From an optimization exercise on the open Yosys and OpenROAD flow, aimed at small area, a short achievable clock period and few clock cycles per item; shortcuts taken in it are not production practice.
RTL that was checked went through simulation tests only; none was proved equivalent to the original.
No activity file was given, so power comes from the tool's default toggle rates.

==> trial 11 <==
==> flow/design.v (excerpt) <==
module part4_mac(clk, reset, a, b, f, valid_in, valid_out);
    input clk, reset, valid_in;
    input signed [13:0] a, b;
    output logic signed [27:0] f;
    output logic valid_out;
  logic [13:0] a_r;
  logic [6:0] neg_r, one_r, two_r;
  logic pp0_1;
  logic pp0_2;
  logic pp0_3;
  logic pp0_4;
  logic pp0_5;
  logic pp0_6;
  logic pp0_7;
  logic pp0_8;
  logic pp0_9;
  logic pp0_10;
  logic pp0_11;
  logic pp0_12;
  logic pp0_13;
  logic pp0_14;
  logic pp0_15;
  logic pp1_16;
  logic pp1_17;
  logic pp1_18;
  logic pp1_19;
  logic pp1_20;
  logic pp1_21;
  logic pp1_22;
  logic pp1_23;
  logic pp1_24;
  logic pp1_25;
  logic pp1_26;
  logic pp1_27;
  logic pp1_28;
  logic pp1_29;
  logic pp1_30;
  logic pp2_31;
  logic pp2_32;
  logic pp2_33;
  logic pp2_34;
  logic pp2_35;
  logic pp2_36;
  logic pp2_37;
  logic pp2_38;
  logic pp2_39;
  logic pp2_40;
  logic pp2_41;
  logic pp2_42;
  logic pp2_43;
  logic pp2_44;
  logic pp2_45;
  logic pp3_46;
  logic pp3_47;
  logic pp3_48;
  logic pp3_49;
  logic pp3_50;
  logic pp3_51;
  logic pp3_52;
  logic pp3_53;
  logic pp3_54;
  logic pp3_55;
  logic pp3_56;
  logic pp3_57;
  logic pp3_58;
  logic pp3_59;
  logic pp3_60;
  logic pp4_61;
  logic pp4_62;
  logic pp4_63;
  logic pp4_64;
  logic pp4_65;
  logic pp4_66;
  logic pp4_67;
  logic pp4_68;
  logic pp4_69;
  logic pp4_70;
  logic pp4_71;
  logic pp4_72;
  logic pp4_73;
  logic pp4_74;
  logic pp4_75;
  logic pp5_76;
  logic pp5_77;
  logic pp5_78;
  logic pp5_79;
  logic pp5_80;
  logic pp5_81;
  logic pp5_82;
  logic pp5_83;
  logic pp5_84;
  logic pp5_85;
  logic pp5_86;
  logic pp5_87;
  logic pp5_88;
  logic pp5_89;
  logic pp5_90;
  logic pp6_91;
  logic pp6_92;
  logic pp6_93;
  logic pp6_94;
  logic pp6_95;
  logic pp6_96;
  logic pp6_97;
  logic pp6_98;
  logic pp6_99;
  logic pp6_100;
  logic pp6_101;
  logic pp6_102;
  logic pp6_103;
  logic pp6_104;
  logic pp6_105;
  logic s106;
  logic c107;
  logic s108;
  logic c109;
  logic s110;
  logic c111;
  logic s112;
  ...
clock: 6.0 ns
lec_check: 0
cap_margin: 20
core_margin: 2
core_utilization: 65
cts_buf_list: sky130_fd_sc_hd__clkbuf_4 sky130_fd_sc_hd__clkbuf_8
place_density: 0.75
setup_slack_margin: 2.9
slew_margin: 20
tns_end_percent: 10
standard.sh (not shown) runs the stock make flow with config.mk's settings and CLKGATE_MAP_FILE= SYNTH_SCRIPT=/design/flow/synth_recipe.tcl, a recipe that flattens the netlist after the stock synthesis.
==> flow/flow/run.sh <==
#!/bin/bash
# The standard layout, with one extra step between synthesis and
# floorplan: flow/bubble.py removes the inverters that Yosys's full-adder
# extraction leaves around full adders (a full adder is self-dual, so it can
# work on complemented inputs and give complemented outputs instead).
# Registers and the logic function are unchanged.
set -uo pipefail
R=$PWD/orfs/results/sky130hd/part4_mac/base
bash standard.sh synth > synth.log 2>&1 || exit 1
cp "$R/1_2_yosys.v" 1_2_yosys_standard.v
python3 flow/bubble.py 1_2_yosys_standard.v "$R/1_2_yosys.v" > bubble.log 2>&1 || exit 1
touch "$R/1_2_yosys.v"
bash standard.sh finish > standard.log 2>&1
Other scripts of this flow, unchanged in this note and not shown: flow/flow/bubble.py
==> build 69 (differences from trial 11) <==
==> flow/flow/run.sh (replaced) <==
#!/bin/bash
# The standard layout, with two changes:
#  - one extra step between synthesis and floorplan: flow/bubble.py removes
#    the inverters that Yosys's full-adder extraction leaves around full
#    adders (a full adder is self-dual, so it can work on complemented inputs
#    and give complemented outputs instead). Registers and the logic
#    function are unchanged.
#  - the I/O ports are buffered with buf_2 cells instead of the default
#    delay-buffer cells.
set -uo pipefail
R=$PWD/orfs/results/sky130hd/part4_mac/base
P='BUFFER_PORTS_ARGS=-buffer_cell sky130_fd_sc_hd__buf_2'
bash standard.sh "$P" synth > synth.log 2>&1 || exit 1
cp "$R/1_2_yosys.v" 1_2_yosys_standard.v
python3 flow/bubble.py 1_2_yosys_standard.v "$R/1_2_yosys.v" > bubble.log 2>&1 || exit 1
touch "$R/1_2_yosys.v"
bash standard.sh "$P" finish > standard.log 2>&1
--- a/flow/config.mk
+++ b/flow/config.mk
@@ -9,6 +9,6 @@
 export CORE_MARGIN = 2
-export CORE_UTILIZATION = 65
+export CORE_UTILIZATION = 55
 export CTS_BUF_LIST = sky130_fd_sc_hd__clkbuf_4 sky130_fd_sc_hd__clkbuf_8
-export PLACE_DENSITY = 0.75
-export SETUP_SLACK_MARGIN = 2.9
+export PLACE_DENSITY = 0.7
+export SETUP_SLACK_MARGIN = 3.1
 export SLEW_MARGIN = 20
==> results.txt <==
Flip-flop and latch count is the same in build 69 and trial 11.
Of build 69 and trial 11, build 69 has the higher first-iteration DRC count (gap about 21%, measured against trial 11).
In sequential power, build 69 and trial 11 hardly differ.
In build 69 the wire length is lower than in trial 11, by about 1.7%.
In trial 11 the via count is higher than in build 69, by 1.6%.
Between build 69 and trial 11, the lower design area is in build 69 (gap about 3.4%, measured against trial 11).
Clock skew: trial 11 is lower than build 69 (0.0018 ns).
In build 69 the global-route usage is lower than in trial 11, by 5.1 points.
In synthesized cell count, trial 11 and build 69 do not differ.
Between trial 11 and build 69, the lower die area is in trial 11 (gap about 15%, measured against build 69).
Of build 69 and trial 11, trial 11 has the higher worst hold slack (gap 0.024 ns).
Testbench counts of trial 11, summed over its fixed seeds: cycles 4,824, items 4,800.
Testbench counts of build 69, summed over its fixed seeds: cycles 4,824, items 4,800.

==> inputs of run K <==
Another version of the RTL of part4_mac (not shown whole).
export LEC_CHECK = 0
export CAP_MARGIN = 20
export CORE_MARGIN = 2
export CORE_UTILIZATION = 65
export CTS_BUF_LIST = sky130_fd_sc_hd__clkbuf_4 sky130_fd_sc_hd__clkbuf_8
export GPL_ROUTABILITY_DRIVEN = 0
export PLACE_DENSITY = 0.75
export SETUP_SLACK_MARGIN = 3.1
export SLEW_MARGIN = 20
export TNS_END_PERCENT = 10
create_clock -name core_clock -period 6.0 [get_ports {clk}]
==> flow/flow/run.sh <==
#!/bin/bash
# The standard layout, with two changes:
#  - one extra step between synthesis and floorplan: flow/bubble.py removes
#    the inverters that Yosys's full-adder extraction leaves around full
#    adders (a full adder is self-dual, so it can work on complemented inputs
#    and give complemented outputs instead). Registers and the logic
#    function are unchanged.
#  - the I/O ports are buffered with buf_2 cells instead of the default
#    delay-buffer cells.
set -uo pipefail
R=$PWD/orfs/results/sky130hd/part4_mac/base
P='BUFFER_PORTS_ARGS=-buffer_cell sky130_fd_sc_hd__buf_2'
bash standard.sh "$P" synth > synth.log 2>&1 || exit 1
cp "$R/1_2_yosys.v" 1_2_yosys_standard.v
python3 flow/bubble.py 1_2_yosys_standard.v "$R/1_2_yosys.v" > bubble.log 2>&1 || exit 1
touch "$R/1_2_yosys.v"
bash standard.sh "$P" finish > standard.log 2>&1
Other scripts of this flow, unchanged in this note and not shown: flow/flow/bubble.py
==> run M (differences from run K) <==
==> flow/flow/run.sh (replaced) <==
#!/bin/bash
# The standard layout, with one extra step between synthesis and
# floorplan: flow/bubble.py removes the inverters that Yosys's full-adder
# extraction leaves around full adders (a full adder is self-dual, so it can
# work on complemented inputs and give complemented outputs instead).
# Registers and the logic function are unchanged.
set -uo pipefail
R=$PWD/orfs/results/sky130hd/part4_mac/base
bash standard.sh synth > synth.log 2>&1 || exit 1
cp "$R/1_2_yosys.v" 1_2_yosys_standard.v
python3 flow/bubble.py 1_2_yosys_standard.v "$R/1_2_yosys.v" > bubble.log 2>&1 || exit 1
touch "$R/1_2_yosys.v"
bash standard.sh finish > standard.log 2>&1
- CORE_UTILIZATION: 65 -> 40
- CTS_BUF_LIST: sky130_fd_sc_hd__clkbuf_4 sky130_fd_sc_hd__clkbuf_8 -> default
- GPL_ROUTABILITY_DRIVEN: 0 -> default
- PLACE_DENSITY: 0.75 -> default
- TNS_END_PERCENT: 10 -> default
==> run A (differences from run K) <==
==> flow/flow/run.sh (replaced) <==
#!/bin/bash
# The standard layout, with one extra step between synthesis and
# floorplan: flow/bubble.py removes the inverters that Yosys's full-adder
# extraction leaves around full adders (a full adder is self-dual, so it can
# work on complemented inputs and give complemented outputs instead).
# Registers and the logic function are unchanged.
set -uo pipefail
R=$PWD/orfs/results/sky130hd/part4_mac/base
bash standard.sh synth > synth.log 2>&1 || exit 1
cp "$R/1_2_yosys.v" 1_2_yosys_standard.v
python3 flow/bubble.py 1_2_yosys_standard.v "$R/1_2_yosys.v" > bubble.log 2>&1 || exit 1
touch "$R/1_2_yosys.v"
bash standard.sh finish > standard.log 2>&1
- CTS_BUF_LIST: sky130_fd_sc_hd__clkbuf_4 sky130_fd_sc_hd__clkbuf_8 -> default
- GPL_ROUTABILITY_DRIVEN: 0 -> default
- TNS_END_PERCENT: 10 -> default
==> comparison table <==
item	run K	run M	run A
Leakage power total	3.984 nW	4.427 nW	4.318 nW
Die span in y	115.1 µm	145.6 µm	115.1 µm
Wirelength per Cell	19.91 µm	18.60 µm	22.16 µm
DP HPWL	12680 µm	13520 µm	13050 µm
Sequential standard cell area	2620 µm²	2629 µm²	2629 µm²
Final critical-path share of the clock period	53.32%	53.86%	52.87%
Highest achievable clock rate	312.6 MHz	309.4 MHz	315.3 MHz
Met1 routed wirelength after detailed routing	8192 µm	8992 µm	9080 µm
CP Data Required Time	6.34 ns	6.30 ns	6.34 ns
Vias	5690	5785	6162
Peak supply drop	233.9 µV	252.6 µV	259.2 µV
Switch Pwr	2.052 mW	2.110 mW	2.295 mW
Cell Count, Final, Fillers Out	942	1108	988
Power density over cell area	541.7 nW/µm²	522.7 nW/µm²	567.8 nW/µm²
Clock group total power	0.857 mW	0.991 mW	1.07 mW
Switching share of power	40.54%	38.86%	39.41%
Design Area, Final	9346 µm²	10390 µm²	10250 µm²
Overall routed net length	18750 µm	20600 µm	21890 µm
Run status	timing/DRC/antenna clean	timing/DRC/antenna clean	timing/DRC/antenna clean
Testbench counts of run K, summed over its fixed seeds: cycles 4,824, items 4,800.
Testbench counts of run M, summed over its fixed seeds: cycles 4,824, items 4,800.
Testbench counts of run A, summed over its fixed seeds: cycles 4,824, items 4,800.

==> trial 79 <==
part4_mac, a different RTL version from the one above (not shown whole).
Settings: LEC_CHECK=0, CAP_MARGIN=20, CORE_MARGIN=2, CORE_UTILIZATION=40, SLEW_MARGIN=20; clock period 6.0 ns.
run.sh (not shown) runs the stock make flow with config.mk's settings and CLKGATE_MAP_FILE= SYNTH_SCRIPT=/design/flow/synth_recipe.tcl, a recipe that flattens the netlist after the stock synthesis.
Stock flow here: none of the scripts above is used.
==> build 54: changes against trial 79 <==
--- a/flow/config.mk
+++ b/flow/config.mk
@@ -9,3 +9,4 @@
 export CORE_MARGIN = 2
 export CORE_UTILIZATION = 40
+export SETUP_SLACK_MARGIN = 3.9
 export SLEW_MARGIN = 20
==> results.txt <==
- Synthesized area is the same in trial 79 and build 54.
- In sequential cell count, trial 79 and build 54 do not differ.
- Between build 54 and trial 79, the lower clock skew is in trial 79 (gap 3.5 ps).
- Sequential power is about the same in trial 79 and build 54.
- Between trial 79 and build 54, the lower wire length is in trial 79 (gap 17%, measured against build 54).
==> figures <==
quantity	build 54	trial 79
Run status	finished clean	finished clean
Seq. pwr	1640 µW	1610 µW
Layout multi-input combinational cell count	1,080	1,074
Buffers & Inverters on Critical Path	4	2
Fraction of area in non-clock buffers	0.127	0.0549
Final critical path time including I/O delays and setup	3170 ps	3510 ps
Number of clock buffers in the layout	17	18
ClkCell Share	0.0403	0.0453
Post-CTS Setup Repair Bufs	64	0
Arr. time, crit path	3500 ps	3890 ps
Slew Limit Headroom	0.612	0.265
Function was not checked in any run of this note: the RTL went through the layout flow alone.

==> 05-13: inputs <==
RTL: one of the versions met above, not the one the previous note started from.
## part4_mac
module part4_mac(clk, reset, a, b, f, valid_in, valid_out);
    input clk, reset, valid_in;
    input signed [13:0] a, b;
    output logic signed [27:0] f;
    output logic valid_out;
  logic [13:0] a_r;
  logic [6:0] neg_r, one_r, two_r;
  logic pp0_1;
  logic pp0_2;
  logic pp0_3;
  logic pp0_4;
  logic pp0_5;
  logic pp0_6;
  logic pp0_7;
  logic pp0_8;
  logic pp0_9;
  logic pp0_10;
  logic pp0_11;
  logic pp0_12;
  logic pp0_13;
  logic pp0_14;
  logic pp0_15;
  logic pp1_16;
  logic pp1_17;
  logic pp1_18;
  logic pp1_19;
  logic pp1_20;
  logic pp1_21;
  logic pp1_22;
  logic pp1_23;
  logic pp1_24;
  logic pp1_25;
  logic pp1_26;
  logic pp1_27;
  logic pp1_28;
  logic pp1_29;
  logic pp1_30;
  logic pp2_31;
  logic pp2_32;
  logic pp2_33;
  logic pp2_34;
  logic pp2_35;
  logic pp2_36;
  logic pp2_37;
  logic pp2_38;
  logic pp2_39;
  logic pp2_40;
  logic pp2_41;
  logic pp2_42;
  logic pp2_43;
  logic pp2_44;
  logic pp2_45;
  logic pp3_46;
  logic pp3_47;
  logic pp3_48;
  logic pp3_49;
  logic pp3_50;
  logic pp3_51;
  logic pp3_52;
  logic pp3_53;
  logic pp3_54;
  logic pp3_55;
  logic pp3_56;
  logic pp3_57;
  logic pp3_58;
  logic pp3_59;
  logic pp3_60;
  logic pp4_61;
  logic pp4_62;
  logic pp4_63;
  logic pp4_64;
  logic pp4_65;
  logic pp4_66;
  logic pp4_67;
  logic pp4_68;
  logic pp4_69;
  logic pp4_70;
  logic pp4_71;
  logic pp4_72;
  logic pp4_73;
  logic pp4_74;
  logic pp4_75;
  logic pp5_76;
  logic pp5_77;
  logic pp5_78;
  logic pp5_79;
  logic pp5_80;
  logic pp5_81;
  logic pp5_82;
  logic pp5_83;
  logic pp5_84;
  logic pp5_85;
  logic pp5_86;
  logic pp5_87;
  logic pp5_88;
  logic pp5_89;
  logic pp5_90;
  logic pp6_91;
  logic pp6_92;
  logic pp6_93;
  logic pp6_94;
  logic pp6_95;
  logic pp6_96;
  logic pp6_97;
  logic pp6_98;
  logic pp6_99;
  logic pp6_100;
  logic pp6_101;
  logic pp6_102;
  logic pp6_103;
  logic pp6_104;
  logic pp6_105;
  logic s106;
  logic c107;
  logic s108;
  logic c109;
  logic s110;
  logic c111;
  logic s112;
  logic c113;
  logic s114;
  logic c115;
  logic s116;
  logic c117;
  logic s118;
  logic c119;
  logic s120;
  logic c121;
  logic s122;
  logic c123;
  logic s124;
  logic c125;
  logic s126;
  logic c127;
  logic s128;
  logic c129;
  logic s130;
  logic c131;
  logic s132;
  logic c133;
  logic s134;
  logic c135;
  logic s136;
  logic c137;
  ...
clock: 6.0 ns
lec_check: 0
cap_margin: 20
core_margin: 2
core_utilization: 65
cts_buf_list: sky130_fd_sc_hd__clkbuf_4 sky130_fd_sc_hd__clkbuf_8
gpl_routability_driven: 0
place_density: 0.75
setup_slack_margin: 3.0
slew_margin: 20
tns_end_percent: 10
standard.sh (not shown) runs the stock make flow with config.mk's settings and CLKGATE_MAP_FILE= SYNTH_SCRIPT=/design/flow/synth_recipe.tcl, a recipe that flattens the netlist after the stock synthesis.
==> flow/flow/run.sh <==
#!/bin/bash
# The standard layout, with two changes:
#  - one extra step between synthesis and floorplan: flow/bubble.py removes
#    the inverters that Yosys's full-adder extraction leaves around full
#    adders (a full adder is self-dual, so it can work on complemented inputs
#    and give complemented outputs instead). Registers and the logic
#    function are unchanged.
#  - the I/O ports are buffered with buf_2 cells instead of the default
#    delay-buffer cells.
set -uo pipefail
R=$PWD/orfs/results/sky130hd/part4_mac/base
P='BUFFER_PORTS_ARGS=-buffer_cell sky130_fd_sc_hd__buf_2'
bash standard.sh "$P" synth > synth.log 2>&1 || exit 1
cp "$R/1_2_yosys.v" 1_2_yosys_standard.v
python3 flow/bubble.py 1_2_yosys_standard.v "$R/1_2_yosys.v" > bubble.log 2>&1 || exit 1
touch "$R/1_2_yosys.v"
bash standard.sh "$P" finish > standard.log 2>&1
Other scripts of this flow, unchanged in this note and not shown: flow/flow/bubble.py
==> inputs of 09-09, as changes to 05-13 <==
Settings changed: CTS_CLUSTER_DIAMETER from default to 150, CTS_CLUSTER_SIZE from default to 40, GPL_ROUTABILITY_DRIVEN 0 to default, SETUP_SLACK_MARGIN 3.0 to 3.1.
==> results.py <==
metrics = {
    "outcome": {
        "status": "timing/DRC/antenna clean",
    },
    "setup_path": {
        "r2r_end": "keep",
        "path_buf_inv": 1,
    },
    "timing": {
        "relSlewSlack_pct": 39.16,
    },
    "finish": {
        "design_area_um2": 9279,
    },
    "global_routing": {
        "first_global_vias": 5991,
    },
}
That was 09-09.
==> results.py <==
metrics = {
    "setup_path": {
        "setup.worst_path.end": "ovp",
        "r2r_end": "ovp",
        "path_buf_inv": 3,
    },
    "global_routing": {
        "first_global_vias": 6250,
    },
    "routing": {
        "drt_iter0_drc": 784,
    },
    "clock_tree": {
        "clock_path_buffers": 2,
    },
    "finish": {
        "design_area_um2": 9474,
    },
    "outcome": {
        "status": "timing/DRC/antenna clean",
    },
}
That was 05-13.
Testbench counts of 05-13, summed over its fixed seeds: cycles 4,824, items 4,800.
Testbench counts of 09-09, summed over its fixed seeds: cycles 4,824, items 4,800.

## static timing again, ports no longer ideal
No port has a modelled driver above. Below, the same layouts with a new extraction and two added sets of constraints.
Step 1 sets driving cells, clkbuf_16 on the clock port and buf_2 on the other inputs (assumed; they add their load-dependent delay and slew).
Step 2 also shifts input and output timing later by t, the mid clock arrival at the registers, as if the neighbouring blocks saw the same clock.
a / b / c = ideal / step 1 / step 2; a / b = the first two.
run	t (ns)	setup slack, ns	worst setup path at the end	cell pins on the clock port's net
trial 11	0.470	2.729 / 2.729 / 2.729	register to register	1
build 69	0.473	2.767 / 2.767 / 2.767	register to register	1
run K	0.488	2.801 / 2.801 / 2.801	register to register	1
run M	0.459	2.768 / 2.768 / 2.768	register to register	1
run A	0.453	2.828 / 2.828 / 2.828	register to register	1
trial 79	0.482	2.485 / 2.485 / 2.485	register to register	1
build 54	0.477	2.825 / 2.825 / 2.825	register to register	1
05-13	0.489	2.832 / 2.832 / 2.832	register to register	1
09-09	0.476	2.808 / 2.808 / 2.808	register to register	1
After both steps setup and hold are still met in every run listed.
